What follows belongs to an exercise in optimizing a design on an open flow for small area, a short achievable clock period and few clock cycles; a production flow would make more cautious choices. At most, simulation tests tie the RTL to the original design; equivalence was not proved. Only the layout flow was run in runs 2 and 3; the RTL was not checked for function there. No activity file was given, so power comes from the tool's default toggle rates.

File: design.v
module LASER_pcA(input [39:0] a, output [10:0] m);
  wire t1 = a[0] ^ a[1] ^ a[2];
  wire t2 = (a[0] & a[1]) | (a[0] & a[2]) | (a[1] & a[2]);
  wire t3 = a[3] ^ a[4] ^ a[5];
  wire t4 = (a[3] & a[4]) | (a[3] & a[5]) | (a[4] & a[5]);
  wire t5 = a[6] ^ a[7] ^ a[8];
  wire t6 = (a[6] & a[7]) | (a[6] & a[8]) | (a[7] & a[8]);
  wire t7 = a[9] ^ a[10] ^ a[11];
  wire t8 = (a[9] & a[10]) | (a[9] & a[11]) | (a[10] & a[11]);
  wire t9 = a[12] ^ a[13] ^ a[14];
  wire t10 = (a[12] & a[13]) | (a[12] & a[14]) | (a[13] & a[14]);
  wire t11 = a[15] ^ a[16] ^ a[17];
  wire t12 = (a[15] & a[16]) | (a[15] & a[17]) | (a[16] & a[17]);
  wire t13 = a[18] ^ a[19] ^ a[20];
  wire t14 = (a[18] & a[19]) | (a[18] & a[20]) | (a[19] & a[20]);
  wire t15 = a[21] ^ a[22] ^ a[23];
  wire t16 = (a[21] & a[22]) | (a[21] & a[23]) | (a[22] & a[23]);
  wire t17 = a[24] ^ a[25] ^ a[26];
  wire t18 = (a[24] & a[25]) | (a[24] & a[26]) | (a[25] & a[26]);
  wire t19 = a[27] ^ a[28] ^ a[29];
  wire t20 = (a[27] & a[28]) | (a[27] & a[29]) | (a[28] & a[29]);
  wire t21 = a[30] ^ a[31] ^ a[32];
  wire t22 = (a[30] & a[31]) | (a[30] & a[32]) | (a[31] & a[32]);
  wire t23 = a[33] ^ a[34] ^ a[35];
  wire t24 = (a[33] & a[34]) | (a[33] & a[35]) | (a[34] & a[35]);
  wire t25 = a[36] ^ a[37] ^ a[38];
  wire t26 = (a[36] & a[37]) | (a[36] & a[38]) | (a[37] & a[38]);
  wire t27 = t1 ^ t3 ^ t5;
  wire t28 = (t1 & t3) | (t1 & t5) | (t3 & t5);
  wire t29 = t7 ^ t9 ^ t11;
  wire t30 = (t7 & t9) | (t7 & t11) | (t9 & t11);
  wire t31 = t13 ^ t15 ^ t17;
  wire t32 = (t13 & t15) | (t13 & t17) | (t15 & t17);
  wire t33 = t19 ^ t21 ^ t23;
  wire t34 = (t19 & t21) | (t19 & t23) | (t21 & t23);
  wire t35 = t2 ^ t4 ^ t6;
  wire t36 = (t2 & t4) | (t2 & t6) | (t4 & t6);
  wire t37 = t8 ^ t10 ^ t12;
  wire t38 = (t8 & t10) | (t8 & t12) | (t10 & t12);
  wire t39 = t14 ^ t16 ^ t18;
  wire t40 = (t14 & t16) | (t14 & t18) | (t16 & t18);
  wire t41 = t20 ^ t22 ^ t24;
  wire t42 = (t20 & t22) | (t20 & t24) | (t22 & t24);
  wire t43 = t27 ^ t29 ^ t31;
  wire t44 = (t27 & t29) | (t27 & t31) | (t29 & t31);
  wire t45 = t33 ^ t25 ^ a[39];
  wire t46 = (t33 & t25) | (t33 & a[39]) | (t25 & a[39]);
  wire t47 = t28 ^ t30 ^ t32;
  wire t48 = (t28 & t30) | (t28 & t32) | (t30 & t32);
  wire t49 = t34 ^ t35 ^ t37;
  wire t50 = (t34 & t35) | (t34 & t37) | (t35 & t37);
  wire t51 = t39 ^ t41 ^ t26;
  wire t52 = (t39 & t41) | (t39 & t26) | (t41 & t26);
  wire t53 = t36 ^ t38 ^ t40;
  wire t54 = (t36 & t38) | (t36 & t40) | (t38 & t40);
  wire t55 = t44 ^ t46 ^ t47;
  wire t56 = (t44 & t46) | (t44 & t47) | (t46 & t47);
  wire t57 = t48 ^ t50 ^ t52;
  wire t58 = (t48 & t50) | (t48 & t52) | (t50 & t52);
  assign m[0] = t43;   
  assign m[1] = t45;   
  assign m[2] = t55;   
  assign m[3] = t49;   
  assign m[4] = t51;   
  assign m[5] = t56;   
  assign m[6] = t57;   
  assign m[7] = t53;   
  assign m[8] = t42;   
  assign m[9] = t58;   
  assign m[10] = t54;   
endmodule
module LASER_pcB(input [10:0] m, output [5:0] s);
  wire u1 = m[2] ^ m[3] ^ m[4];
  wire u2 = (m[2] & m[3]) | (m[2] & m[4]) | (m[3] & m[4]);
  wire u3 = m[5] ^ m[6] ^ m[7];
  wire u4 = (m[5] & m[6]) | (m[5] & m[7]) | (m[6] & m[7]);
  wire u5 = u2 ^ u3 ^ m[8];
  wire u6 = (u2 & u3) | (u2 & m[8]) | (u3 & m[8]);
  wire u7 = u4 ^ m[9] ^ m[10];
  wire u8 = (u4 & m[9]) | (u4 & m[10]) | (m[9] & m[10]);
  wire f0 = m[0] ^ m[1] ^ 1'b0;
  wire g0 = (m[0] & m[1]) | (m[0] & 1'b0) | (m[1] & 1'b0);
  assign s[0] = f0;
  wire f1 = u1 ^ 1'b0 ^ g0;
  wire g1 = (u1 & 1'b0) | (u1 & g0) | (1'b0 & g0);
  assign s[1] = f1;
  wire f2 = u5 ^ 1'b0 ^ g1;
  wire g2 = (u5 & 1'b0) | (u5 & g1) | (1'b0 & g1);
  assign s[2] = f2;
  wire f3 = u6 ^ u7 ^ g2;
  wire g3 = (u6 & u7) | (u6 & g2) | (u7 & g2);
  assign s[3] = f3;
  wire f4 = u8 ^ 1'b0 ^ g3;
  wire g4 = (u8 & 1'b0) | (u8 & g3) | (1'b0 & g3);
  assign s[4] = f4;
  wire f5 = 1'b0 ^ 1'b0 ^ g4;
  wire g5 = (1'b0 & 1'b0) | (1'b0 & g4) | (1'b0 & g4);
  assign s[5] = f5;
endmodule
module LASER (
input CLK,
input RST,
input [3:0] X,
input [3:0] Y,
output [3:0] C1X,
output [3:0] C1Y,
output [3:0] C2X,
output [3:0] C2Y,
output reg DONE);
localparam [255:0] LE_T = {16'hffff, 16'h7fff, 16'h3fff, 16'h1fff, 16'h0fff, 16'h07ff, 16'h03ff, 16'h01ff, 16'h00ff, 16'h007f, 16'h003f, 16'h001f, 16'h000f, 16'h0007, 16'h0003, 16'h0001};
localparam [255:0] GE_T = {16'h8000, 16'hc000, 16'he000, 16'hf000, 16'hf800, 16'hfc00, 16'hfe00, 16'hff00, 16'hff80, 16'hffc0, 16'hffe0, 16'hfff0, 16'hfff8, 16'hfffc, 16'hfffe, 16'hffff};
localparam M_PRE = 3'd0, M_COL = 3'd1, M_D1 = 3'd2, M_D2 = 3'd3, M_ACT0 = 3'd4, M_ACT = 3'd5;
reg [7:0] ring [0:39];           
reg [7:0] lohi [0:39];           
reg [39:0] act;
reg run;                         
reg [5:0] icnt;                  
reg [2:0] mode;
reg [3:0] xn;                    
reg [3:0] x;                     
reg first;                       
reg sfirst;                      
reg cur;                         
reg [3:0] pass;
reg [7:0] cA, cB;                
reg [10:0] part [0:15];       
reg [3:0] xs;                    
reg s2v, s2first, s2last;
reg [3:0] xs3;                   
reg s3v, s3first, s3last;
reg [5:0] bcnt;                  
reg [7:0] bc;
assign C1X = cA[3:0];
assign C1Y = cA[7:4];
assign C2X = cB[3:0];
assign C2Y = cB[7:4];
function [4:0] f_sub(input [3:0] a, input [3:0] b);
    integer i;
    reg br;
    begin
        br = 1'b0;
        for (i = 0; i < 4; i = i + 1) begin
            f_sub[i] = a[i] ^ b[i] ^ br;
            br = (~a[i] & b[i]) | (~(a[i] ^ b[i]) & br);
        end
        f_sub[4] = br;
    end
endfunction
function [4:0] f_add(input [3:0] a, input [2:0] b);
    integer i;
    reg c;
    reg [3:0] bb;
    begin
        c = 1'b0;
        bb = {1'b0, b};
        for (i = 0; i < 4; i = i + 1) begin
            f_add[i] = a[i] ^ bb[i] ^ c;
            c = (a[i] & bb[i]) | ((a[i] ^ bb[i]) & c);
        end
        f_add[4] = c;
    end
endfunction
function f_ge7(input [6:0] a, input [6:0] b);
    integer i;
    begin
        f_ge7 = 1'b1;
        for (i = 0; i < 7; i = i + 1) f_ge7 = (a[i] & ~b[i]) | (~(a[i] ^ b[i]) & f_ge7);
    end
endfunction
function f_ge10(input [9:0] a, input [9:0] b);
    integer i;
    begin
        f_ge10 = 1'b1;
        for (i = 0; i < 10; i = i + 1) f_ge10 = (a[i] & ~b[i]) | (~(a[i] ^ b[i]) & f_ge10);
    end
endfunction
function f_le4(input [3:0] a, input [3:0] b);
    integer i;
    begin
        f_le4 = 1'b1;
        for (i = 0; i < 4; i = i + 1) f_le4 = (~a[i] & b[i]) | (~(a[i] ^ b[i]) & f_le4);
    end
endfunction
integer k;
always @(posedge CLK) begin
    for (k = 0; k < 39; k = k + 1) ring[k] <= ring[k+1];
    ring[39] <= run ? ring[0] : {Y, X};
end
wire [7:0] oth = cur ? cA : cB;    
wire [39:0] cv [0:15];
wire [39:0] ocv;
genvar gk, gu;
generate
for (gk = 0; gk < 40; gk = gk + 1) begin : pt
    wire [7:0] nx = ring[(gk + 1) % 40];
    wire [4:0] d = f_sub(nx[3:0], xn);
    reg [2:0] g;
    reg ok;
    always @(*) begin
        ok = 1'b1;
        case (d)
        5'd0: g = 3'd4;
        5'd1, 5'd2, 5'h1f, 5'h1e: g = 3'd3;
        5'd3, 5'h1d: g = 3'd2;
        5'd4, 5'h1c: g = 3'd0;
        default: begin g = 3'd0; ok = 1'b0; end
        endcase
    end
    wire [4:0] lo = f_sub(nx[7:4], {1'b0, g});    
    wire [4:0] hi = f_add(nx[7:4], g);              
    wire [3:0] loc = !ok ? 4'd15 : lo[4] ? 4'd0 : lo[3:0];
    wire [3:0] hic = !ok ? 4'd0 : hi[4] ? 4'd15 : hi[3:0];
    always @(posedge CLK) lohi[gk] <= {hic, loc};
    wire [3:0] l = lohi[gk][3:0];
    wire [3:0] h = lohi[gk][7:4];
    wire en = first | act[gk];
    for (gu = 0; gu < 16; gu = gu + 1) begin : un
        localparam [15:0] LEY = LE_T[16*gu +: 16];
        localparam [15:0] GEY = GE_T[16*gu +: 16];
        assign cv[gu][gk] = en & LEY[l] & GEY[h];
    end
    assign ocv[gk] = f_le4(l, oth[7:4]) & f_le4(oth[7:4], h);
end
endgenerate
wire [10:0] pa [0:15];
wire [5:0] cnt [0:15];
generate
for (gu = 0; gu < 16; gu = gu + 1) begin : pcs
    LASER_pcA ua (.a(cv[gu]), .m(pa[gu]));
    LASER_pcB ub (.m(part[gu]), .s(cnt[gu]));
end
endgenerate
wire [6:0] k0 = {1'b1, cnt[0]};
wire [6:0] k1 = {xs != 0, cnt[1]};
wire [6:0] k2 = {xs != 0, cnt[2]};
wire [6:0] k3 = {xs != 0, cnt[3]};
wire [6:0] k4 = {xs != 0, cnt[4]};
wire [6:0] k5 = {xs != 0, cnt[5]};
wire [6:0] k6 = {xs != 0, cnt[6]};
wire [6:0] k7 = {xs != 0, cnt[7]};
wire [6:0] k8 = {xs != 0, cnt[8]};
wire [6:0] k9 = {xs != 0, cnt[9]};
wire [6:0] k10 = {xs != 0, cnt[10]};
wire [6:0] k11 = {xs != 0, cnt[11]};
wire [6:0] k12 = {xs != 0, cnt[12]};
wire [6:0] k13 = {xs != 0, cnt[13]};
wire [6:0] k14 = {xs != 0, cnt[14]};
wire [6:0] k15 = {xs != 0, cnt[15]};
wire c0_1 = f_ge7(k1, k0);
wire c0_2 = f_ge7(k2, k0);
wire c0_3 = f_ge7(k3, k0);
wire c1_2 = f_ge7(k2, k1);
wire c1_3 = f_ge7(k3, k1);
wire c2_3 = f_ge7(k3, k2);
wire w0 = ~c0_1 & ~c0_2 & ~c0_3;
wire w1 = c0_1 & ~c1_2 & ~c1_3;
wire w2 = c0_2 & c1_2 & ~c2_3;
wire w3 = c0_3 & c1_3 & c2_3;
wire [6:0] grk0 = ({7{w0}} & k0) | ({7{w1}} & k1) | ({7{w2}} & k2) | ({7{w3}} & k3);
wire [1:0] grl0 = ({2{w1}} & 2'd1) | ({2{w2}} & 2'd2) | ({2{w3}} & 2'd3);
wire c4_5 = f_ge7(k5, k4);
wire c4_6 = f_ge7(k6, k4);
wire c4_7 = f_ge7(k7, k4);
wire c5_6 = f_ge7(k6, k5);
wire c5_7 = f_ge7(k7, k5);
wire c6_7 = f_ge7(k7, k6);
wire w4 = ~c4_5 & ~c4_6 & ~c4_7;
wire w5 = c4_5 & ~c5_6 & ~c5_7;
wire w6 = c4_6 & c5_6 & ~c6_7;
wire w7 = c4_7 & c5_7 & c6_7;
wire [6:0] grk1 = ({7{w4}} & k4) | ({7{w5}} & k5) | ({7{w6}} & k6) | ({7{w7}} & k7);
wire [1:0] grl1 = ({2{w5}} & 2'd1) | ({2{w6}} & 2'd2) | ({2{w7}} & 2'd3);
wire c8_9 = f_ge7(k9, k8);
wire c8_10 = f_ge7(k10, k8);
wire c8_11 = f_ge7(k11, k8);
wire c9_10 = f_ge7(k10, k9);
wire c9_11 = f_ge7(k11, k9);
wire c10_11 = f_ge7(k11, k10);
wire w8 = ~c8_9 & ~c8_10 & ~c8_11;
wire w9 = c8_9 & ~c9_10 & ~c9_11;
wire w10 = c8_10 & c9_10 & ~c10_11;
wire w11 = c8_11 & c9_11 & c10_11;
wire [6:0] grk2 = ({7{w8}} & k8) | ({7{w9}} & k9) | ({7{w10}} & k10) | ({7{w11}} & k11);
wire [1:0] grl2 = ({2{w9}} & 2'd1) | ({2{w10}} & 2'd2) | ({2{w11}} & 2'd3);
wire c12_13 = f_ge7(k13, k12);
wire c12_14 = f_ge7(k14, k12);
wire c12_15 = f_ge7(k15, k12);
wire c13_14 = f_ge7(k14, k13);
wire c13_15 = f_ge7(k15, k13);
wire c14_15 = f_ge7(k15, k14);
wire w12 = ~c12_13 & ~c12_14 & ~c12_15;
wire w13 = c12_13 & ~c13_14 & ~c13_15;
wire w14 = c12_14 & c13_14 & ~c14_15;
wire w15 = c12_15 & c13_15 & c14_15;
wire [6:0] grk3 = ({7{w12}} & k12) | ({7{w13}} & k13) | ({7{w14}} & k14) | ({7{w15}} & k15);
wire [1:0] grl3 = ({2{w13}} & 2'd1) | ({2{w14}} & 2'd2) | ({2{w15}} & 2'd3);
reg [6:0] gk3 [0:3];
reg [3:0] gi3 [0:3];
always @(posedge CLK) begin
    gk3[0] <= grk0;
    gi3[0] <= {2'd0, grl0};
    gk3[1] <= grk1;
    gi3[1] <= {2'd1, grl1};
    gk3[2] <= grk2;
    gi3[2] <= {2'd2, grl2};
    gk3[3] <= grk3;
    gi3[3] <= {2'd3, grl3};
end
wire [7:0] mine = cur ? cB : cA;
wire d0_1 = f_ge7(gk3[1], gk3[0]);
wire d0_2 = f_ge7(gk3[2], gk3[0]);
wire d0_3 = f_ge7(gk3[3], gk3[0]);
wire d1_2 = f_ge7(gk3[2], gk3[1]);
wire d1_3 = f_ge7(gk3[3], gk3[1]);
wire d2_3 = f_ge7(gk3[3], gk3[2]);
wire v0 = ~d0_1 & ~d0_2 & ~d0_3;
wire tb0 = f_ge10({gk3[0][5:0], gi3[0]}, {bcnt, bc[7:4]});
wire eq0 = {gi3[0], xs3} == mine;
wire v1 = d0_1 & ~d1_2 & ~d1_3;
wire tb1 = f_ge10({gk3[1][5:0], gi3[1]}, {bcnt, bc[7:4]});
wire eq1 = {gi3[1], xs3} == mine;
wire v2 = d0_2 & d1_2 & ~d2_3;
wire tb2 = f_ge10({gk3[2][5:0], gi3[2]}, {bcnt, bc[7:4]});
wire eq2 = {gi3[2], xs3} == mine;
wire v3 = d0_3 & d1_3 & d2_3;
wire tb3 = f_ge10({gk3[3][5:0], gi3[3]}, {bcnt, bc[7:4]});
wire eq3 = {gi3[3], xs3} == mine;
wire take = s3first | (v0 & tb0) | (v1 & tb1) | (v2 & tb2) | (v3 & tb3);
wire [5:0] ccnt = ({6{v0}} & gk3[0][5:0]) | ({6{v1}} & gk3[1][5:0]) | ({6{v2}} & gk3[2][5:0]) | ({6{v3}} & gk3[3][5:0]);
wire [3:0] cy = ({4{v0}} & gi3[0]) | ({4{v1}} & gi3[1]) | ({4{v2}} & gi3[2]) | ({4{v3}} & gi3[3]);
wire ceq = take ? ((v0 & eq0) | (v1 & eq1) | (v2 & eq2) | (v3 & eq3)) : bc == mine;
wire [7:0] win = take ? {cy, xs3} : bc;
integer u;
always @(posedge CLK) begin
    for (u = 0; u < 16; u = u + 1) part[u] <= pa[u];
    xs <= x;
    s2v <= run && mode == M_COL && !DONE;
    s2first <= sfirst;
    s2last <= x == 15;
    xs3 <= xs;
    s3v <= s2v && !DONE;
    s3first <= s2first;
    s3last <= s2last;
    if (s3v) begin
        bcnt <= take ? ccnt : bcnt;
        bc <= win;
    end
    if (run && mode == M_ACT) begin
        for (k = 0; k < 39; k = k + 1) act[k] <= ~ocv[k+1];
        act[39] <= ~ocv[0];
    end else begin
        for (k = 0; k < 39; k = k + 1) act[k] <= act[k+1];
        act[39] <= act[0];
    end
    DONE <= 1'b0;
    if (RST) begin
        run <= 1'b0;
        icnt <= 0;
        s2v <= 1'b0;
        s3v <= 1'b0;
    end else if (!run) begin
        icnt <= icnt + 1;
        if (icnt == 39) begin
            run <= 1'b1;
            mode <= M_PRE;
            xn <= 0;
            first <= 1'b1;
            cur <= 1'b0;
            pass <= 0;
            cA <= 0;
            cB <= 0;
        end
    end else if (DONE) begin
        run <= 1'b0;
        icnt <= 0;
        s2v <= 1'b0;
        s3v <= 1'b0;
    end else begin
        sfirst <= 1'b0;
        case (mode)
        M_PRE, M_ACT: begin
            mode <= M_COL;
            x <= xn;
            xn <= xn + 1;
            sfirst <= 1'b1;
        end
        M_COL: begin
            x <= xn;
            xn <= xn + 1;
            if (x == 15) mode <= M_D1;
        end
        M_D1: begin
            mode <= M_D2;
            first <= 1'b0;
        end
        M_D2: begin
            mode <= M_ACT0;
            xn <= win[3:0];
        end
        default: begin   
            mode <= M_ACT;
            xn <= 1;
        end
        endcase
        if (s3v && s3last) begin
            if (cur) cB <= win; else cA <= win;
            cur <= ~cur;
            pass <= pass + 1;
            DONE <= ceq || pass == 15;
        end
    end
end
endmodule
File: config.mk
export PLATFORM = sky130hd
export DESIGN_NAME = LASER
export DESIGN_NICKNAME = LASER
export VERILOG_FILES = /design/flow/design.v
export SDC_FILE = /design/flow/constraint.sdc
export NUM_CORES = 4
export LEC_CHECK = 0
export ABC_CLOCK_PERIOD_IN_PS = 3500
export CAP_MARGIN = 20
export CORE_MARGIN = 2
export CORE_UTILIZATION = 65
export SLEW_MARGIN = 20
File: run.sh
#!/bin/bash
# synth_recipe.tcl (not shown) runs the flow's synth.tcl, then flattens the netlist and writes it again
# the make line also repeats each setting of config.mk as NAME=value (left out here)
make -C /OpenROAD-flow-scripts/flow DESIGN_CONFIG=/design/flow/config.mk WORK_HOME=/design/flow/orfs CLKGATE_MAP_FILE= SYNTH_SCRIPT=/design/flow/synth_recipe.tcl finish
File: constraint.sdc
create_clock -name core_clock -period 11.0 [get_ports {CLK}]
set_input_delay 2.2000 -clock core_clock [delete_from_list [all_inputs] [get_ports {CLK}]]
set_output_delay 2.2000 -clock core_clock [all_outputs]
set_load 0.01 [all_outputs]
==> flow_summary_export.csv, run 1 <==
group,metric,value,unit
job,drv_cap,0,
setup_path,crit_type,"register to register",
synth,synthCells,7101,
synth,ys.flop_type,"dfxtp_1",
sta,hold_violations,0,
sta,fin_crit,4800,ps
placement,io_buffers,26,
sta,drv_slew,0,
clock_tree,clk_path_buf_depth,3,
clock_tree,htree_num_levels,3,
routing,drc_errors,0,
routing,drtIter0Drc,6474,
floorplan,fp.dieW,327,um
global_routing,grt_pass1_wl,306,mm
synth,synth_top_cells_by_count,"inv_1 (1,146), dfxtp_1 (914), fa_1 (824), ha_1 (677), nand2_1 (525)",
clock_tree,cts_sinks,962,
min_path,hold_class,"register to register",
synth,yosysUniqueCellTypes,67,
setup_path,crit_start,"xn[1]$_SDFFCE_PN0P_",
synth,yosysTopAreaCellShare,0.269,
floorplan,coreArea,0.104,sq mm
synth,syn-cell-area,0.0680,sq mm
setup_path,setup.worst_path.start_class,"register",
global_routing,grt_pass1_vias,50961,
floorplan,rows,118,
synth,synth.avg_cell_area,9.58,sq um
cells_and_area,fin_nets,8557,
routing,wl_per_cell,23.9,um
global_routing,grt_util_all_layers,0.382,
synth,synth_nets,8612,
power,ir_drop,0.147,mV
setup_path,worstPathCellList,"buf_4, buf_4, fa_1, inv_1, fa_1, fa_1, nand2b_1, nor2_1, nand2_1, o21ai_0, ha_1, fa_1, inv_1, fa_1, o21ai_0, nand2_1",
routing,vias,51710,
synth,ys_warn_count,11,
power,power_density,127,mW/mm^2
clock_tree,post_cts_resized,0,
cells_and_area,seq_area,0.0197,sq mm
cells_and_area,multiInputGateArea,0.0432,sq mm
setup_path,crit_top_cell,"fa_1",
routing,detail-route-antenna-nets,0,
setup_path,crit_path_end_kind,"register",
sta,rsz0062_at_grt,"no",
routing,routed_wirelength,203,mm
synth,synth_area_leaders,"dfxtp_1 (27%), fa_1 (24%), ha_1 (12%)",
sta,worst_slew_pin_slew,956,ps
run_status,status,"timing/DRC/antenna clean",
setup_path,arrival,5360,ps
routing,viasPerCell,6.07,
setup_path,critPathMaxFanout,23,
setup_path,r2r_start,"xn[1]$_SDFFCE_PN0P_",
setup_path,max_stage_delay,680,ps
cells_and_area,fillCellCount,7949,
synth,seq_area_frac_synth,0.290,
clock_tree,cts.clk_slew.worst_paths,60,ps
synth,ys_ff_latch,962,
floorplan,io_pins,27,
synth,yosys.area.top_type,"dfxtp_1",
cells_and_area,postLayoutCoreUtil,0.705,
setup_path,critical_path.top_delay_family,"adder cells",
floorplan,dieArea,0.107,sq mm
global_routing,grt_max_degree,45,
min_path,hold_start,"s2first$_DFF_P_",
floorplan,start_util,0.656,
sta,skew,34.4,ps
cells_and_area,area_growth,7.44,%
placement,dp_hpwl,166,mm
synth,ys_async_sr_fraction,0,
clock_tree,root_buffer,"clkbuf_16",
cells_and_area,drive_above_1_share,0.0364,
clock_tree,cts_tree,"built",
setup_path,critPathBufInv,4,
power,power_leakage,33.5,nW
routing,drt-pass1-iter-count,8,
sta,max_slew_margin,0.357,
sta,post-route-period-util,0.437,
placement,globalplace.congestion,1.06,
sta,fmax,208,MHz
clock_tree,numCtsBuffers,102,
sta,finalSetupViolCount,0,
global_routing,antenna_found_initial,4,
setup_path,required,11550,ps
synth,synth_most_common_cell,"inv_1",
global_routing,overflow,0,
synth,synth_edf_count,48,
setup_path,slowest_stage,"buf_4",
clock_tree,insertion_delay,710,ps
sta,setup-tns-final,0,ps
floorplan,die-height,327,um
clock_tree,cts-hold-fix-buffers,0,
clock_tree,cts_setup_buffers,0,
[flip-flops by register name, summed over array words and instances (netlist names), 3 cells and up]
signal  flops
ring      320
x           4
lohi      320
xn          4
xs          4
icnt        6
cB          8
gk3        28
part      176
bc          8
act        40
gi3         8
mode        3
cA          8
pass        4
bcnt        6
xs3         4
[per-layer routing]
layer	GRT usage	wire [um]
met1	0.532	84300
met4	0.165	10500
met5	0	11
met3	0.0959	21700
met2	0.568	86800
[cells by family (layout without fill, tap and decap cells)]
| kind of cell | Yosys count | in the layout | share of synthesized area |
|---|---|---|---|
| other | 0 | 2 | 0 |
| XOR/XNOR | 27 | 27 | 0.00348 |
| adder cells (fa/ha/maj) | 1501 | 1501 | 0.367 |
| AND/OR/NAND/NOR | 1612 | 1612 | 0.111 |
| flip-flops | 962 | 962 | 0.290 |
| AO/OA/AOI/OAI | 1611 | 1611 | 0.149 |
| buffers and inverters | 1359 | 1392 | 0.0751 |
| multiplexers | 29 | 29 | 0.00447 |
[layout by cell type (no fill, tap or decap), types with 75 or more instances in the layout]
master,synthesis,final
a211oi_1,82,82
a21oi_1,446,446
clkbuf_16,0,105
dfxtp_1,914,914
fa_1,824,824
ha_1,677,677
inv_1,1146,1141
nand2_1,525,525
nand2b_1,199,199
nor2_1,491,491
nor2b_1,75,75
o21a_1,77,77
o21ai_0,486,486
[stage by stage]
| step | area [sq um] | hold slack (ps) | power, mW | std cells | setup WS [ps] |
|---|---|---|---|---|---|
| floorplan | 68000 | 310 | 5.18 | 7101 | 5790 |
| global placement | 69500 | 311 | 5.56 | 8322 | 6370 |
| detailed placement | 69500 | 312 | 5.62 | 8322 | 6220 |
| CTS | 73100 | 326 | 9.29 | 8514 | 6200 |
| global route | 73100 | 346 | 9.68 | 8514 | 5920 |
| finish | 73100 | 327 | 9.29 | 8516 | 6200 |
[path summary, 6_finish.rpt]
kind	endpoint	slack (ps)	depth (start not counted)
max	lohi[19][2]$_SDFF_PN1_	6200	16
min	s3first$_DFF_P_	330	0
max reg2reg	lohi[19][2]$_SDFF_PN1_	6200	16
min reg2reg	s3first$_DFF_P_	330	0
[cell type report]
type                            count  area share
Inverter                         1147      0.0590
Timing Repair Buffer               53     0.00634
Antenna cell                        2   0.0000685
Clock inverter                     50     0.00907
Sequential cell                   962       0.270
Clock buffer                      142      0.0402
Multi-Input combinational cell   4780       0.592
Tap cell                         1380      0.0236
[power by group]
part	switching, mW	total (mW)	internal [mW]
sequential	0.397	4.15	3.75
combinational	0.850	1.47	0.617
clock	1.51	3.68	2.16
Testbench counts, summed over its fixed seeds: cycles 4,970.
==> run 2, diff against run 1 <==
--- a/design.v
+++ b/design.v
@@ -392,10 +392,11 @@
         M_D1: begin
             mode <= M_D2;
             first <= 1'b0;
+            xn <= win[3:0];
         end
         M_D2: begin
-            mode <= M_ACT0;
-            xn <= win[3:0];
+            mode <= take ? M_ACT0 : M_ACT;
+            xn <= take ? 4'd15 : 4'd1;
         end
         default: begin   
             mode <= M_ACT;
==> flow_summary_export.csv, run 2 <==
group,metric,value,unit
run_status,status,"timing/DRC/antenna clean",
cells_and_area,drive_above_1_share,0.0339,
cells_and_area,final_common_cell,"inv_1",
routing,drc_errors,0,
synth,yosys.area_share.simple,0.111,
synth,yosys.area.top_type,"dfxtp_1",
global_routing,grt_util_all_layers,0.377,
routing,drtIter0Drc,5993,
placement,io_buffers,26,
clock_tree,cts.clk_slew.worst_paths,60,ps
min_path,hold_class,"register to register",
setup_path,arrival,5570,ps
routing,routed_wirelength,201,mm
floorplan,rows,118,
synth,synth_top_cells_by_count,"inv_1 (1,131), dfxtp_1 (914), fa_1 (824), ha_1 (680), nand2_1 (530)",
sta,finalSetupViolCount,0,
placement,pre_cts_slack,6210,ps
floorplan,coreArea,0.104,sq mm
sta,setup-tns-final,0,ps
synth,seq_area_frac_synth,0.290,
synth,yosysTopAreaCellShare,0.269,
floorplan,start_util,0.657,
synth,ys_async_sr_fraction,0,
clock_tree,root_buffer,"clkbuf_16",
global_routing,grt_pass1_vias,50986,
cells_and_area,postLayoutCoreUtil,0.704,
synth,synthCells,7120,
synth,synthMuxAreaShare,0.00327,
sta,fin_crit,4940,ps
synth,yosysUniqueCellTypes,65,
global_routing,grt_pass1_wl,305,mm
placement,placed_area,0.0695,sq mm
setup_path,crit_type,"register to register",
global_routing,grt_max_degree,46,
setup_path,required,11620,ps
routing,detail-route-antenna-nets,0,
sta,skew,19.3,ps
synth,synth_edf_count,48,
sta,rsz0062_at_grt,"no",
placement,globalplace.congestion,1.14,
power,power_density,125,mW/mm^2
synth,ys_ff_latch,962,
global_routing,antenna_found_initial,6,
floorplan,dieArea,0.107,sq mm
cells_and_area,final_cell_area,0.0730,sq mm
clock_tree,cts_sinks,962,
cells_and_area,fillCellCount,7933,
setup_path,crit_path_end_kind,"register",
floorplan,die-height,328,um
cells_and_area,fin_cells,8519,
synth,ys_warn_count,11,
job,drv_cap,0,
sta,hold_violations,0,
clock_tree,htree_num_levels,3,
floorplan,fp.dieW,328,um
clock_tree,cts_setup_buffers,0,
placement,dp_hpwl,164,mm
placement,numPlacedInstances,8337,
routing,wl_per_cell,23.6,um
synth,synth_top_family_by_area,"adder cells",
synth,synth_fa_ha_area_frac,0.367,
synth,synth-compound-area-share,0.151,
synth,syn-cell-area,0.0681,sq mm
power,power_leakage,33.5,nW
sta,max_slew_margin,0.197,
power,ir_drop,0.130,mV
sta,worst_slew_pin_slew,1200,ps
setup_path,setup.worst_path.start_class,"register",
clock_tree,numCtsBuffers,102,
clock_tree,cts-hold-fix-buffers,0,
synth,synth-xor-area-share,0.00322,
synth,synth_nets,8634,
sta,post-route-period-util,0.449,
power,finalPower,9.14,mW
routing,drt-pass1-iter-count,9,
cells_and_area,fin_nets,8575,
sta,fmax,202,MHz
synth,ys.flop_type,"dfxtp_1",
sta,fin_ws,6060,ps
cells_and_area,final_cell_mix,"inv_1 (1,126), dfxtp_1 (914), fa_1 (824)",
synth,synth_most_common_cell,"inv_1",
sta,drv_slew,0,
routing,vias,51983,
cells_and_area,area_growth,7.19,%
cells_and_area,largestRegisters,"lohi: 320 flops, ring: 320 flops, part: 176 flops",
clock_tree,insertion_delay,720,ps
synth,synth_area_leaders,"dfxtp_1 (27%), fa_1 (24%), ha_1 (12%)",
setup_path,critPathMaxFanout,28,
synth,synth.avg_cell_area,9.56,sq um
clock_tree,clk_path_buf_depth,3,
global_routing,overflow,0,
sta,hold_slack,327,ps
clock_tree,post_cts_resized,0,
routing,viasPerCell,6.10,
clock_tree,cts_tree,"built",
floorplan,io_pins,27,
-- run 2: cell type report --
class                   instances  area [sq um]  area share
clock buffers                 143          2920      0.0400
flip-flops and latches        962         19700       0.270
diodes                          2          5.00   0.0000686
multi-input cells            4810         43400       0.594
inverters                    1131          4250      0.0582
repair buffers                 54           470     0.00645
clock inverters                37           507     0.00694
well taps                    1380          1730      0.0237
-- run 2: worst paths after layout --
kind,start,endpoint,slack (ps),cells after the start
max reg2reg,xn[0]$_SDFFCE_PN0P_,lohi[0][4]$_SDFF_PN0_,6060,16
max,xn[0]$_SDFFCE_PN0P_,lohi[0][4]$_SDFF_PN0_,6060,16
min reg2reg,s2last$_DFF_P_,s3last$_DFF_P_,330,0
min,s2last$_DFF_P_,s3last$_DFF_P_,330,0
-- run 2: power by group --
| part | switching (mW) | internal (mW) | leakage (nW) | total (mW) |
|---|---|---|---|---|
| Sequential | 0.401 | 3.75 | 8.01 | 4.15 |
| Combinational | 0.848 | 0.601 | 23.8 | 1.45 |
| Clock | 1.48 | 2.07 | 1.67 | 3.55 |
| Total | 2.73 | 6.41 | 33.5 | 9.14 |
-- run 2: cells by family after synthesis --
kind of cell	Yosys count
compound gates	1645
simple gates	1615
fa+ha+maj	1504
buf+inv	1348
flops	962
xor+xnor	25
mux	21
-- run 2: worst max-delay path: stages (launching register included) --
cell	delay, ps
edfxtp_1	330
buf_4	470
buf_4	600
ha_1	270
fa_1	170
inv_1	50
fa_1	370
fa_1	480
nor3b_1	580
nand2_1	110
o21ai_0	140
ha_1	250
fa_1	190
inv_1	50
fa_1	390
nand2b_1	190
a22oi_1	170
-- run 2: layer usage --
metal,global-route usage,wire (um),vias up
met3,0.0915,20700,503
met4,0.155,10200,0
met5,0,0,-
met2,0.555,84500,2661
li1,-,-,23562
met1,0.538,85500,25257
==> run 3, diff against run 2 <==
--- a/config.mk
+++ b/config.mk
@@ -5,7 +5,8 @@
 export SDC_FILE = /design/flow/constraint.sdc
 export NUM_CORES = 4
 export LEC_CHECK = 0
-export ABC_CLOCK_PERIOD_IN_PS = 3500
+export ABC_AREA = 1
+export ABC_CLOCK_PERIOD_IN_PS = 4500
 export CAP_MARGIN = 20
 export CORE_MARGIN = 2
 export CORE_UTILIZATION = 65
==> flow_summary_export.csv, run 3 <==
group,metric,value,unit
run_status,status,"timing/DRC/antenna clean",
routing,wl_met1,85.9,mm
power,pwr-share-comb,0.181,
setup_path,r2r-end,"lohi[25][6]$_SDFF_PN0_",
setup_path,critPathMaxFanout,23,
routing,detail-route-antenna-nets,0,
power,power.share.switching,0.309,
synth,synthCells,7640,
sta,fmax,201,MHz
placement,io_buffers,26,
cells_and_area,fin_nets,9262,
synth,ys_ff_latch,962,
clock_tree,htree_num_levels,3,
clock_tree,cts_tree,"built",
power,power_density,131,mW/mm^2
synth,seq_area_frac_synth,0.289,
placement,globalplace.congestion,1.08,
floorplan,die-height,328,um
cells_and_area,largestRegisters,"lohi: 320 flops, ring: 320 flops, part: 176 flops",
routing,wl_per_cell,22.5,um
sta,drv_slew,0,
sta,finalSetupViolCount,0,
global_routing,grt_pass1_vias,52951,
cells_and_area,drive_above_1_share,0.0379,
clock_tree,cts_setup_buffers,0,
synth,yosys.area.top_type,"dfxtp_1",
sta,fin_crit,4970,ps
placement,numPlacedInstances,9023,
sta,hold_slack,330,ps
setup_path,r2r_start,"xn[1]$_SDFFCE_PN0P_",
setup_path,required,11620,ps
synth,ys_async_sr_fraction,0,
clock_tree,clk_path_buf_depth,3,
power,seqPwrFrac,0.423,
power,p_int,6.71,mW
floorplan,io_pins,27,
job,drv_cap,0,
routing,drc_errors,0,
routing,vias,53373,
synth,synth_nets,9154,
power,ir_drop,0.165,mV
cells_and_area,final_cell_mix,"inv_1 (1,848), nand2_1 (924), dfxtp_1 (914)",
clock_tree,root_buffer,"clkbuf_16",
synth,syn-cell-area,0.0684,sq mm
cells_and_area,fin_cells,9218,
floorplan,coreArea,0.104,sq mm
global_routing,antenna_found_initial,5,
power,switching_power,3.00,mW
sta,hold_violations,0,
global_routing,grt_util_all_layers,0.390,
sta,max_slew_margin,0.363,
cells_and_area,fillCellCount,8027,
routing,met2_length,89.4,mm
power,power_leakage,36.4,nW
synth,synth_area_leaders,"dfxtp_1 (27%), fa_1 (24%), ha_1 (12%)",
sta,rsz0062_at_grt,"no",
placement,dp_hpwl,169,mm
clock_tree,cts.clk_slew.worst_paths,60,ps
synth,yosysUniqueCellTypes,56,
setup_path,crit_type,"register to register",
synth,ys_warn_count,11,
routing,viasPerCell,5.79,
clock_tree,cts-hold-fix-buffers,0,
floorplan,rows,118,
clock_tree,post_cts_resized,0,
setup_path,arrival,5590,ps
setup_path,reg2reg_setup_slack,6030,ps
sta,skew,35.8,ps
clock_tree,insertion_delay,720,ps
min_path,hold_class,"register to register",
global_routing,grt_max_degree,52,
sta,setup-tns-final,0,ps
routing,routed-wl-met3,23.3,mm
floorplan,fp.dieW,328,um
synth,synth.avg_cell_area,8.95,sq um
clock_tree,cts_sinks,962,
setup_path,crit_start,"xn[1]$_SDFFCE_PN0P_",
synth,synth_edf_count,48,
clock_tree,numCtsBuffers,102,
synth,yosysTopAreaCellShare,0.268,
sta,post-route-period-util,0.452,
routing,drtIter0Drc,6060,
cells_and_area,area_growth,8.49,%
routing,drt-pass1-iter-count,9,
setup_path,crit_end,"lohi[25][6]$_SDFF_PN0_",
power,p_clk_frac,0.396,
cells_and_area,final_common_cell,"inv_1",
floorplan,dieArea,0.108,sq mm
setup_path,crit_path_end_kind,"register",
global_routing,grt_pass1_wl,313,mm
floorplan,start_util,0.658,
synth,ys.flop_type,"dfxtp_1",
setup_path,r2r_cells,14,
routing,routed_wirelength,208,mm
sta,worst_slew_pin_slew,956,ps
setup_path,setup.worst_path.start_class,"register",
synth,synth_top_cells_by_count,"inv_1 (1,854), nand2_1 (925), dfxtp_1 (914), fa_1 (824), ha_1 (680)",
routing,highest_layer,"met5",
global_routing,overflow,0,
synth,synth_most_common_cell,"inv_1",
-- run 3: changes by cell type in the layout (fill, tap and decap cells not counted), moves of 70 or more --
cell      delta
inv_1      +722
nand2_1    +394
nand2b_1   -199
a21oi_1    -114
nor2b_1     -76
o211ai_1    +70
-- run 3: how the worst min path moves through the flow --
| stage | start | end | depth (start not counted) |
|---|---|---|---|
| floorplan | s2first$_DFF_P_ | s3first$_DFF_P_ | 0 |
| global placement | s2first$_DFF_P_ | s3first$_DFF_P_ | 0 |
| detailed placement | s2last$_DFF_P_ | s3last$_DFF_P_ | 0 |
| CTS | s2first$_DFF_P_ | s3first$_DFF_P_ | 0 |
| global route | s2first$_DFF_P_ | s3first$_DFF_P_ | 0 |
| finish | s2first$_DFF_P_ | s3first$_DFF_P_ | 0 |
-- run 3: critical path: stages, from the launching register on --
cell and delay [ps]:
edfxtp_1 330, buf_4 570, buf_4 710, fa_1 300, inv_1 50, fa_1 370
fa_1 480, nor3_1 340, inv_1 120, a21oi_1 320, fa_1 240, inv_1 50
fa_1 390, or2_2 330, a21oi_1 170
-- run 3: cells by family after synthesis --
family	count (synthesis)	share of synthesized area
and+or+nand+nor	1773	0.106
muxes	1	0.000146
buffers and inverters	1910	0.105
adders and majority gates	1504	0.366
DFF	962	0.289
AOI/OAI and AO/OA	1476	0.133
xor gates and xnor gates	14	0.00179
-- run 3: layout make-up --
class / count / area [sq um] / share of cell area
diodes: 2 / 5.00 / 0.0000674
clock buffers: 139 / 2920 / 0.0394
clock inverters: 53 / 831 / 0.0112
inverters: 1863 / 7000 / 0.0943
multi-input cells: 4768 / 41500 / 0.560
flip-flops and latches: 962 / 19700 / 0.266
well taps: 1380 / 1730 / 0.0233
repair buffers: 51 / 460 / 0.00620
-- run 3: routing by layer --
layer	vias up	track usage
li1	24455	-
met1	25814	0.532
met2	2650	0.586
met3	452	0.112
met4	2	0.158
met5	-	0
-- run 3: stage by stage --
| stage | setup slack, ps | utilization | cell area [sq um] | power, mW |
|---|---|---|---|---|
| after floorplan | 5210 | - | 68400 | 5.31 |
| after global placement | 6280 | 0.678 | 70400 | 5.82 |
| after detailed placement | 6090 | 0.678 | 70400 | 5.87 |
| after CTS | 6000 | 0.714 | 74200 | 9.69 |
| after global routing | 5670 | 0.714 | 74200 | 10.1 |
| final | 6030 | 0.714 | 74200 | 9.71 |
-- run 3: power by group through the flow --
| stage | clock [mW] | sequential [mW] | combinational, mW |
|---|---|---|---|
| after floorplan | 0 | 4.02 | 1.29 |
| after global placement | 0 | 4.17 | 1.65 |
| after detailed placement | 0 | 4.16 | 1.71 |
| after CTS | 3.87 | 4.09 | 1.73 |
| after global routing | 4.01 | 4.13 | 2.00 |
| final | 3.84 | 4.10 | 1.76 |
==> run 4, diff against run 3 <==
--- a/design.v
+++ b/design.v
@@ -392,11 +392,10 @@
         M_D1: begin
             mode <= M_D2;
             first <= 1'b0;
-            xn <= win[3:0];
         end
         M_D2: begin
-            mode <= take ? M_ACT0 : M_ACT;
-            xn <= take ? 4'd15 : 4'd1;
+            mode <= M_ACT0;
+            xn <= win[3:0];
         end
         default: begin   
             mode <= M_ACT;
==> config.mk (replaced) <==
export PLATFORM = sky130hd
export DESIGN_NAME = LASER
export DESIGN_NICKNAME = LASER
export VERILOG_FILES = /design/flow/design.v
export SDC_FILE = /design/flow/constraint.sdc
export NUM_CORES = 4
export LEC_CHECK = 0
export ABC_CLOCK_PERIOD_IN_PS = 4000
export CAP_MARGIN = 20
export CORE_MARGIN = 2
export CORE_UTILIZATION = 50
export SLEW_MARGIN = 20
==> flow_summary_export.csv, run 4 <==
group,metric,value,unit
run_status,status,"timing/DRC/antenna clean",
clock_tree,insertion_delay,750,ps
sta,skew,35.1,ps
placement,pre_cts_slack,6200,ps
setup_path,r2r_cells,8,
min_path,hold_start,"s2first$_DFF_P_",
synth,synth_nets,8612,
clock_tree,root_buffer,"clkbuf_16",
setup_path,arrival,5570,ps
global_routing,grt_pass1_wl,317,mm
cells_and_area,fin_cells,8921,
clock_tree,numCtsBuffers,106,
clock_tree,cts_tree,"built",
min_path,hold_depth,0,
cells_and_area,final_common_cell,"inv_1",
clock_tree,cts_sinks,962,
placement,numPlacedInstances,8723,
placement,dp_hpwl,173,mm
floorplan,io_pins,27,
floorplan,fp.dieW,373,um
synth,seq_area_frac_synth,0.290,
global_routing,grt_util_all_layers,0.305,
setup_path,required,11700,ps
cells_and_area,final_cell_mix,"inv_1 (1,141), dfxtp_1 (914), fa_1 (824)",
sta,finalSetupViolCount,0,
synth,ys.flop_type,"dfxtp_1",
cells_and_area,drive_above_1_share,0.0367,
global_routing,grt_max_degree,62,
clock_tree,cts.clk_slew.worst_paths,70,ps
floorplan,coreArea,0.135,sq mm
sta,post-route-period-util,0.443,
setup_path,r2r_start,"first$_DFFE_PP_",
setup_path,worstPathCellList,"buf_4, buf_4, o21ai_0, a221oi_1, fa_1, fa_1, fa_1, fa_1",
setup_path,slowest_stage,"buf_4",
clock_tree,htree_num_levels,3,
synth,ys_warn_count,11,
synth,synth_top_cells_by_count,"inv_1 (1,146), dfxtp_1 (914), fa_1 (824), ha_1 (677), nand2_1 (525)",
cells_and_area,postLayoutCoreUtil,0.544,
min_path,holdPathEnd,"s3first$_DFF_P_",
sta,fin_crit,4870,ps
cells_and_area,largestRegisters,"lohi: 320 flops, ring: 320 flops, part: 176 flops",
global_routing,overflow,0,
setup_path,crit_top_cell,"fa_1",
power,ir_drop,0.159,mV
synth,synthCells,7101,
setup_path,r2r-end,"part[5][2]$_DFF_P_",
synth,synth.avg_cell_area,9.58,sq um
sta,rsz0062_at_grt,"no",
clock_tree,clk_path_buf_depth,3,
synth,ys_async_sr_fraction,0,
synth,synth_area_leaders,"dfxtp_1 (27%), fa_1 (24%), ha_1 (12%)",
routing,routed_wirelength,211,mm
sta,drv_slew,0,
placement,io_buffers,26,
synth,yosys.area.top_type,"dfxtp_1",
sta,worst_slew_pin_slew,1010,ps
placement,globalplace.congestion,1.08,
synth,yosysTopAreaCellShare,0.269,
setup_path,critPathMaxFanout,61,
setup_path,crit_path_end_kind,"register",
power,power_density,127,mW/mm^2
sta,fmax,205,MHz
setup_path,setup.worst_path.start_class,"register",
routing,vias,50957,
routing,detail-route-antenna-nets,0,
sta,max_slew_margin,0.323,
floorplan,start_util,0.503,
synth,yosysUniqueCellTypes,67,
setup_path,crit_type,"register to register",
sta,setup-tns-final,0,ps
routing,wl_per_cell,23.7,um
synth,ys_ff_latch,962,
cells_and_area,fillCellCount,12047,
clock_tree,post_cts_resized,0,
cells_and_area,fin_nets,8561,
global_routing,antenna_found_initial,9,
sta,hold_violations,0,
setup_path,max_stage_delay,710,ps
global_routing,grt_pass1_vias,50373,
synth,synth_edf_count,48,
synth,syn-cell-area,0.0680,sq mm
cells_and_area,area_growth,8.29,%
setup_path,reg2reg_setup_slack,6130,ps
floorplan,rows,135,
sta,fin_ws,6130,ps
min_path,hold_class,"register to register",
floorplan,dieArea,0.139,sq mm
floorplan,die-height,373,um
clock_tree,cts_setup_buffers,0,
clock_tree,cts-hold-fix-buffers,0,
routing,drt-pass1-iter-count,8,
power,power_leakage,33.6,nW
synth,synth_most_common_cell,"inv_1",
routing,drc_errors,0,
routing,drtIter0Drc,5561,
routing,viasPerCell,5.71,
sta,hold_slack,326,ps
job,drv_cap,0,
-- run 4: power breakdown --
group	internal (mW)	switching [mW]	total, mW
clock network	2.16	1.56	3.72
logic	0.613	0.845	1.46
registers	3.75	0.401	4.15
-- run 4: cell families after synthesis --
kind of cell	after synthesis	synth area share
compound gates	1611	0.149
buf+inv	1359	0.0751
flops	962	0.290
simple gates	1612	0.111
mux	29	0.00447
fa+ha+maj	1501	0.367
xor+xnor	27	0.00348
-- run 4: cell type report --
class                   instances  area [sq um]  area share
inverters                    1147          4310      0.0586
multi-input cells            4780         43200       0.587
flip-flops and latches        962         19700       0.268
clock inverters                46           624     0.00848
repair buffers                 53           463     0.00629
clock buffers                 150          3060      0.0415
diodes                          2          5.00   0.0000680
well taps                    1781          2230      0.0303
-- run 4: worst max path at each step --
| stage | cells past startpoint | slack [ps] | from | end |
|---|---|---|---|---|
| 2_1_floorplan | 11 | 5790 | cur$_SDFFCE_PN0P_ | act[23]$_DFF_P_ |
| 3_3_place_gp | 16 | 6260 | xn[1]$_SDFFCE_PN0P_ | lohi[26][2]$_SDFF_PN1_ |
| 3_5_place_dp | 14 | 6200 | xn[1]$_SDFFCE_PN0P_ | lohi[1][4]$_SDFF_PN0_ |
| 4_1_cts | 14 | 6180 | xn[1]$_SDFFCE_PN0P_ | lohi[4][6]$_SDFF_PN0_ |
| 5_1_grt | 14 | 5850 | xn[1]$_SDFFCE_PN0P_ | lohi[4][5]$_SDFF_PN0_ |
| 6_report | 8 | 6130 | first$_DFFE_PP_ | part[5][2]$_DFF_P_ |
-- run 4: per-layer routing --
metal	vias to the layer above	part of all wire	global-route usage
met4	6	0.040	0.111
met2	2153	0.42	0.448
met3	339	0.093	0.0697
li1	23474	-	-
met5	-	0.00024	0
met1	24985	0.45	0.439
-- run 4: critical path: cells and delay by family (launching register included) --
family | cells | cell delay (ps)
adder cells (fa/ha/maj) | 4 | 2180
AO/OA/AOI/OAI | 2 | 1090
flip-flops | 1 | 320
buffers and inverters | 2 | 1070
-- run 4: metrics by stage --
stage | cell area, sq um | total power [mW]
after floorplan | 68000 | 5.18
after global placement | 70000 | 5.61
after detailed placement | 70000 | 5.64
after CTS | 73600 | 9.37
after global routing | 73600 | 9.78
final | 73700 | 9.33
Testbench counts of run 4, summed over its fixed seeds: cycles 4,970.
==> run 5, diff against run 4 <==
--- a/design.v
+++ b/design.v
@@ -231,21 +231,21 @@
 end
 endgenerate
 wire [6:0] k0 = {1'b1, cnt[0]};
-wire [6:0] k1 = {xs != 0, cnt[1]};
-wire [6:0] k2 = {xs != 0, cnt[2]};
-wire [6:0] k3 = {xs != 0, cnt[3]};
-wire [6:0] k4 = {xs != 0, cnt[4]};
-wire [6:0] k5 = {xs != 0, cnt[5]};
-wire [6:0] k6 = {xs != 0, cnt[6]};
-wire [6:0] k7 = {xs != 0, cnt[7]};
-wire [6:0] k8 = {xs != 0, cnt[8]};
-wire [6:0] k9 = {xs != 0, cnt[9]};
-wire [6:0] k10 = {xs != 0, cnt[10]};
-wire [6:0] k11 = {xs != 0, cnt[11]};
-wire [6:0] k12 = {xs != 0, cnt[12]};
-wire [6:0] k13 = {xs != 0, cnt[13]};
-wire [6:0] k14 = {xs != 0, cnt[14]};
-wire [6:0] k15 = {xs != 0, cnt[15]};
+wire [6:0] k1 = {1'b1, cnt[1]};
+wire [6:0] k2 = {1'b1, cnt[2]};
+wire [6:0] k3 = {1'b1, cnt[3]};
+wire [6:0] k4 = {1'b1, cnt[4]};
+wire [6:0] k5 = {1'b1, cnt[5]};
+wire [6:0] k6 = {1'b1, cnt[6]};
+wire [6:0] k7 = {1'b1, cnt[7]};
+wire [6:0] k8 = {1'b1, cnt[8]};
+wire [6:0] k9 = {1'b1, cnt[9]};
+wire [6:0] k10 = {1'b1, cnt[10]};
+wire [6:0] k11 = {1'b1, cnt[11]};
+wire [6:0] k12 = {1'b1, cnt[12]};
+wire [6:0] k13 = {1'b1, cnt[13]};
+wire [6:0] k14 = {1'b1, cnt[14]};
+wire [6:0] k15 = {1'b1, cnt[15]};
 wire c0_1 = f_ge7(k1, k0);
 wire c0_2 = f_ge7(k2, k0);
 wire c0_3 = f_ge7(k3, k0);
@@ -363,7 +363,7 @@
         if (icnt == 39) begin
             run <= 1'b1;
             mode <= M_PRE;
-            xn <= 0;
+            xn <= 1;
             first <= 1'b1;
             cur <= 1'b0;
             pass <= 0;
@@ -392,10 +392,11 @@
         M_D1: begin
             mode <= M_D2;
             first <= 1'b0;
+            xn <= win[3:0];
         end
         M_D2: begin
-            mode <= M_ACT0;
-            xn <= win[3:0];
+            mode <= take ? M_ACT0 : M_ACT;
+            xn <= take ? 4'd15 : 4'd1;
         end
         default: begin   
             mode <= M_ACT;
--- a/config.mk
+++ b/config.mk
@@ -5,8 +5,8 @@
 export SDC_FILE = /design/flow/constraint.sdc
 export NUM_CORES = 4
 export LEC_CHECK = 0
-export ABC_CLOCK_PERIOD_IN_PS = 4000
+export ABC_CLOCK_PERIOD_IN_PS = 3000
 export CAP_MARGIN = 20
 export CORE_MARGIN = 2
-export CORE_UTILIZATION = 50
+export CORE_UTILIZATION = 65
 export SLEW_MARGIN = 20
==> flow_summary_export.csv, run 5 <==
group,metric,value,unit
run_status,status,"timing/DRC/antenna clean",
floorplan,dieArea,0.107,sq mm
synth,synth.avg_cell_area,9.62,sq um
cells_and_area,fillCellCount,7905,
min_path,hold_depth,0,
synth,synth_area_leaders,"dfxtp_1 (27%), fa_1 (24%), ha_1 (13%)",
sta,fin_crit,4880,ps
sta,rsz0062_at_grt,"no",
clock_tree,cts_tree,"built",
placement,io_buffers,26,
placement,dp_hpwl,165,mm
power,pwr-share-comb,0.162,
routing,routed_wirelength,203,mm
global_routing,antenna_found_initial,9,
routing,wl_met1,84.5,mm
clock_tree,cts.clk_slew.worst_paths,70,ps
setup_path,r2r_start,"first$_DFFE_PP_",
setup_path,crit_type,"register to register",
synth,seq_area_frac_synth,0.291,
power,switching_power,2.80,mW
power,ir_drop,0.165,mV
placement,numPlacedInstances,8284,
clock_tree,insertion_delay,710,ps
sta,drv_slew,0,
routing,drc_errors,0,
power,power.share.switching,0.299,
sta,hold_slack,325,ps
cells_and_area,fin_cells,8477,
sta,worst_slew_pin_slew,1020,ps
setup_path,arrival,5460,ps
synth,yosys.area.top_type,"dfxtp_1",
routing,met2_length,86.0,mm
clock_tree,htree_num_levels,3,
synth,syn-cell-area,0.0679,sq mm
synth,yosysTopAreaCellShare,0.270,
placement,globalplace.congestion,1.10,
synth,yosysUniqueCellTypes,69,
floorplan,fp.dieW,327,um
sta,hold_violations,0,
min_path,hold_class,"register to register",
floorplan,die-height,327,um
cells_and_area,final_common_cell,"inv_1",
clock_tree,cts_setup_buffers,0,
clock_tree,clk_path_buf_depth,3,
setup_path,crit_start,"first$_DFFE_PP_",
setup_path,crit_path_end_kind,"register",
routing,highest_layer,"met5",
power,p_int,6.55,mW
synth,ys_async_sr_fraction,0,
floorplan,start_util,0.656,
routing,routed-wl-met3,23.1,mm
routing,detail-route-antenna-nets,0,
clock_tree,cts-hold-fix-buffers,0,
sta,setup-tns-final,0,ps
power,seqPwrFrac,0.446,
sta,post-route-period-util,0.444,
routing,drt-pass1-iter-count,8,
floorplan,rows,118,
clock_tree,root_buffer,"clkbuf_16",
floorplan,io_pins,27,
cells_and_area,area_growth,7.42,%
setup_path,r2r_cells,9,
synth,ys_ff_latch,962,
power,power_density,128,mW/mm^2
cells_and_area,largestRegisters,"lohi: 320 flops, ring: 320 flops, part: 176 flops",
setup_path,setup.worst_path.start_class,"register",
routing,viasPerCell,6.09,
sta,max_slew_margin,0.317,
power,p_clk_frac,0.392,
routing,vias,51651,
clock_tree,post_cts_resized,0,
global_routing,grt_util_all_layers,0.384,
synth,synthCells,7057,
global_routing,overflow,0,
job,drv_cap,0,
global_routing,grt_pass1_wl,308,mm
power,finalPower,9.35,mW
global_routing,grt_max_degree,45,
clock_tree,numCtsBuffers,101,
sta,fmax,205,MHz
setup_path,critPathMaxFanout,44,
global_routing,grt_pass1_vias,51044,
floorplan,coreArea,0.103,sq mm
cells_and_area,drive_above_1_share,0.0368,
clock_tree,cts_sinks,962,
synth,synth_top_cells_by_count,"inv_1 (1,143), dfxtp_1 (914), fa_1 (824), ha_1 (679), nand2_1 (507)",
setup_path,required,11580,ps
synth,ys_warn_count,11,
synth,synth_most_common_cell,"inv_1",
routing,wl_per_cell,24.0,um
cells_and_area,fin_nets,8520,
synth,synth_edf_count,48,
sta,skew,31.6,ps
routing,drtIter0Drc,6151,
min_path,hold_start,"s2last$_DFF_P_",
synth,ys.flop_type,"dfxtp_1",
synth,synth_nets,8570,
sta,finalSetupViolCount,0,
cells_and_area,final_cell_mix,"inv_1 (1,138), dfxtp_1 (914), fa_1 (824)",
power,power_leakage,33.6,nW
run 5: changes by cell type in the layout (fill, tap and decap cells not counted), moves of 7 or more:
cell / change
a21o_1: +53
a221o_1: -10
a22o_1: -8
a31oi_1: -9
nand2_1: -18
nand4_1: -7
nor2b_1: -11
o21ai_0: -12
run 5: layout make-up:
class	count	area (sq um)	area share
clock inverter	53	688	0.00944
tap	1380	1730	0.0237
multi-input combinational	4744	43100	0.591
inverter	1143	4300	0.0590
antenna	4	10.0	0.000137
sequential	962	19700	0.271
clock buffer	136	2880	0.0395
timing repair buffer	55	478	0.00656
run 5: through the flow:
step | cell area [sq um] | utilization | worst slack, ps
after floorplan | 67900 | - | 5910
after global placement | 69300 | 0.670 | 6380
after detailed placement | 69300 | 0.670 | 6280
after CTS | 72900 | 0.704 | 6200
after global routing | 72900 | 0.704 | 5860
final | 72900 | 0.704 | 6120
run 5: cell families after synthesis:
group                      share of synthesized area
AOI/OAI and AO/OA                              0.151
and+or+nand+nor                                0.107
adders and majority gates                      0.368
buffers and inverters                         0.0753
DFF                                            0.291
muxes                                        0.00430
xor gates and xnor gates                     0.00336
run 5: worst paths after layout:
kind                        end  slack, ps
max reg2reg  part[1][2]$_DFF_P_       6120
max          part[1][2]$_DFF_P_       6120
min              s3last$_DFF_P_        330
min reg2reg      s3last$_DFF_P_        330
run 5: routing by layer:
layer	GRT usage	vias up
met3	0.106	454
met2	0.561	2683
li1	-	23303
met4	0.162	4
met1	0.538	25207
met5	0.00710	-
run 5: worst max-delay path: stages (launching register included):
cell	delay [ps]
edfxtp_1	330
buf_4	480
buf_4	620
nor2_1	140
or3_1	400
a211oi_1	390
fa_1	570
fa_1	650
fa_1	540
fa_1	490
run 5: power by group through the flow:
stage	Combinational, mW	Clock (mW)	Sequential [mW]
after floorplan	1.25	0	3.98
after global placement	1.41	0	4.22
after detailed placement	1.47	0	4.22
after CTS	1.49	3.70	4.15
after global routing	1.72	3.83	4.20
final	1.51	3.67	4.17
Testbench counts of run 5, summed over its fixed seeds: cycles 4,812.
==> run 6, diff against run 5 <==
--- a/config.mk
+++ b/config.mk
@@ -5,7 +5,7 @@
 export SDC_FILE = /design/flow/constraint.sdc
 export NUM_CORES = 4
 export LEC_CHECK = 0
-export ABC_CLOCK_PERIOD_IN_PS = 3000
+export ABC_CLOCK_PERIOD_IN_PS = 3500
 export CAP_MARGIN = 20
 export CORE_MARGIN = 2
 export CORE_UTILIZATION = 65
==> flow_summary_export.csv, run 6 <==
group,metric,value,unit
synth,seq_area_frac_synth,0.291,
synth,synth_most_common_cell,"inv_1",
setup_path,critPathMaxFanout,44,
routing,met2_length,86.0,mm
synth,yosys.area.top_type,"dfxtp_1",
synth,synth_fa_ha_area_frac,0.368,
sta,max_slew_margin,0.317,
sta,worst_slew_pin_slew,1020,ps
synth,syn-cell-area,0.0679,sq mm
sta,post-route-period-util,0.444,
sta,setup-tns-final,0,ps
routing,viasPerCell,6.09,
sta,finalSetupViolCount,0,
sta,hold_violations,0,
clock_tree,cts.clk_slew.worst_paths,70,ps
run_status,status,"timing/DRC/antenna clean",
synth,synth_edf_count,48,
clock_tree,cts_tree,"built",
clock_tree,cts_sinks,962,
clock_tree,numCtsBuffers,101,
clock_tree,clk_path_buf_depth,3,
cells_and_area,area_growth,7.42,%
min_path,hold_class,"register to register",
synth,synthCells,7057,
floorplan,dieArea,0.107,sq mm
cells_and_area,largestRegisters,"lohi: 320 flops, ring: 320 flops, part: 176 flops",
synth,ys_warn_count,11,
setup_path,setup.worst_path.start_class,"register",
floorplan,die-height,327,um
global_routing,grt_util_all_layers,0.384,
synth,yosysTopAreaCellShare,0.270,
routing,detail-route-antenna-nets,0,
cells_and_area,drive_above_1_share,0.0368,
power,ir_drop,0.165,mV
global_routing,grt_max_degree,45,
synth,synth_top_family_by_area,"adder cells",
floorplan,coreArea,0.103,sq mm
routing,routed_wirelength,203,mm
clock_tree,cts_setup_buffers,0,
placement,io_buffers,26,
sta,fmax,205,MHz
synth,synth_nets,8570,
setup_path,crit_path_end_kind,"register",
clock_tree,insertion_delay,710,ps
sta,rsz0062_at_grt,"no",
sta,fin_ws,6120,ps
synth,synth-xor-area-share,0.00336,
sta,skew,31.6,ps
synth,yosysUniqueCellTypes,69,
sta,drv_slew,0,
routing,vias,51651,
synth,synth_area_leaders,"dfxtp_1 (27%), fa_1 (24%), ha_1 (13%)",
clock_tree,root_buffer,"clkbuf_16",
synth,ys.flop_type,"dfxtp_1",
synth,synthMuxAreaShare,0.00430,
synth,yosys.area_share.simple,0.107,
routing,drc_errors,0,
synth,ys_ff_latch,962,
power,power_density,128,mW/mm^2
sta,fin_crit,4880,ps
synth,ys_async_sr_fraction,0,
routing,drtIter0Drc,6151,
global_routing,antenna_found_initial,9,
routing,drt-pass1-iter-count,8,
power,power_leakage,33.6,nW
global_routing,overflow,0,
setup_path,crit_type,"register to register",
job,drv_cap,0,
placement,pre_cts_slack,6280,ps
routing,routed-wl-met3,23.1,mm
routing,highest_layer,"met5",
placement,numPlacedInstances,8284,
floorplan,start_util,0.656,
setup_path,required,11580,ps
routing,wl_met1,84.5,mm
placement,globalplace.congestion,1.10,
synth,synth-compound-area-share,0.151,
clock_tree,htree_num_levels,3,
setup_path,arrival,5460,ps
floorplan,rows,118,
clock_tree,cts-hold-fix-buffers,0,
placement,dp_hpwl,165,mm
cells_and_area,fin_cells,8477,
synth,synth.avg_cell_area,9.62,sq um
cells_and_area,final_cell_mix,"inv_1 (1,138), dfxtp_1 (914), fa_1 (824)",
floorplan,fp.dieW,327,um
routing,wl_per_cell,24.0,um
global_routing,grt_pass1_wl,308,mm
cells_and_area,fin_nets,8520,
global_routing,grt_pass1_vias,51044,
clock_tree,post_cts_resized,0,
synth,synth_top_cells_by_count,"inv_1 (1,143), dfxtp_1 (914), fa_1 (824), ha_1 (679), nand2_1 (507)",
floorplan,io_pins,27,
cells_and_area,final_common_cell,"inv_1",
-- run 6: cell counts in the layout (fill, tap and decap cells not counted) --
Identical to the previous run, type by type.
-- run 6: per-stage QoR --
step / hold WS [ps] / area (sq um) / power, mW / util
floorplan: 310 / 67900 / 5.23 / -
global placement: 311 / 69300 / 5.63 / 0.670
detailed placement: 312 / 69300 / 5.69 / 0.670
CTS: 326 / 72900 / 9.33 / 0.704
global route: 344 / 72900 / 9.74 / 0.704
finish: 325 / 72900 / 9.35 / 0.704
-- run 6: metal layers --
layer	global-route usage	vias to the layer above
li1	-	23303
met1	0.538	25207
met2	0.561	2683
met3	0.106	454
met4	0.162	4
met5	0.00710	-
-- run 6: worst max-delay path: stages (launching register included) --
cell      delay, ps
edfxtp_1        330
buf_4           480
buf_4           620
nor2_1          140
or3_1           400
a211oi_1        390
fa_1            570
fa_1            650
fa_1            540
fa_1            490
-- run 6: kinds of logic (layout without fill, tap and decap cells) --
kind of cell | Yosys count | after routing
other | 0 | 4
AO/OA/AOI/OAI | 1633 | 1633
XOR/XNOR | 26 | 26
flip-flops | 962 | 962
multiplexers | 28 | 28
buffers and inverters | 1351 | 1387
adder cells (fa/ha/maj) | 1503 | 1503
AND/OR/NAND/NOR | 1554 | 1554
-- run 6: area by class of cell --
| cell class | count | area, sq um |
|---|---|---|
| Clock inverter | 53 | 688 |
| Inverter | 1143 | 4300 |
| Tap cell | 1380 | 1730 |
| Antenna cell | 4 | 10.0 |
| Clock buffer | 136 | 2880 |
| Multi-Input combinational cell | 4744 | 43100 |
| Sequential cell | 962 | 19700 |
| Timing Repair Buffer | 55 | 478 |
| Fill cell | 7905 | 30600 |
-- run 6: final timing paths --
check | from | to | slack [ps] | depth (start not counted)
max reg2reg | first$_DFFE_PP_ | part[1][2]$_DFF_P_ | 6120 | 9
max | first$_DFFE_PP_ | part[1][2]$_DFF_P_ | 6120 | 9
min | s2last$_DFF_P_ | s3last$_DFF_P_ | 330 | 0
min reg2reg | s2last$_DFF_P_ | s3last$_DFF_P_ | 330 | 0
-- run 6: power breakdown --
group          leakage, nW  total [mW]  internal [mW]  switching, mW
registers             8.00        4.17           3.76          0.411
logic                 23.8        1.51          0.641          0.873
clock network         1.74        3.67           2.15           1.51

-- static timing again, ports no longer ideal --
The flow's constraints put no driver on any port. The routed layouts listed below were extracted and timed again, unchanged, in two steps. Step 1: set_driving_cell puts a clkbuf_16 on CLK and a buf_2 on each other input, an assumption about the parent block. Step 2 times the ports against the registers' clock, not the clock port: input delays grow and output delays shrink by t, the midpoint of the rising clock arrivals with the driver on. Slacks: ideal ports / drivers / drivers and shift; pairs: ideal ports / drivers.
run	shift t [ns]	setup slack, ns	worst setup path at the end	clock arrival spread, ns	cell pins on the clock port's net
run 1	0.778	6.195 / 6.195 / 6.195	register to register	0.035 / 0.035	1
run 2	0.790	6.058 / 6.058 / 6.058	register to register	0.020 / 0.019	1
run 3	0.782	6.031 / 6.031 / 6.031	register to register	0.036 / 0.035	1
run 4	0.816	6.129 / 6.129 / 6.129	register to register	0.035 / 0.035	1
run 5	0.778	6.119 / 6.119 / 6.119	register to register	0.033 / 0.032	1
run 6	0.778	6.119 / 6.119 / 6.119	register to register	0.033 / 0.032	1
After both steps every run listed still meets setup and hold.
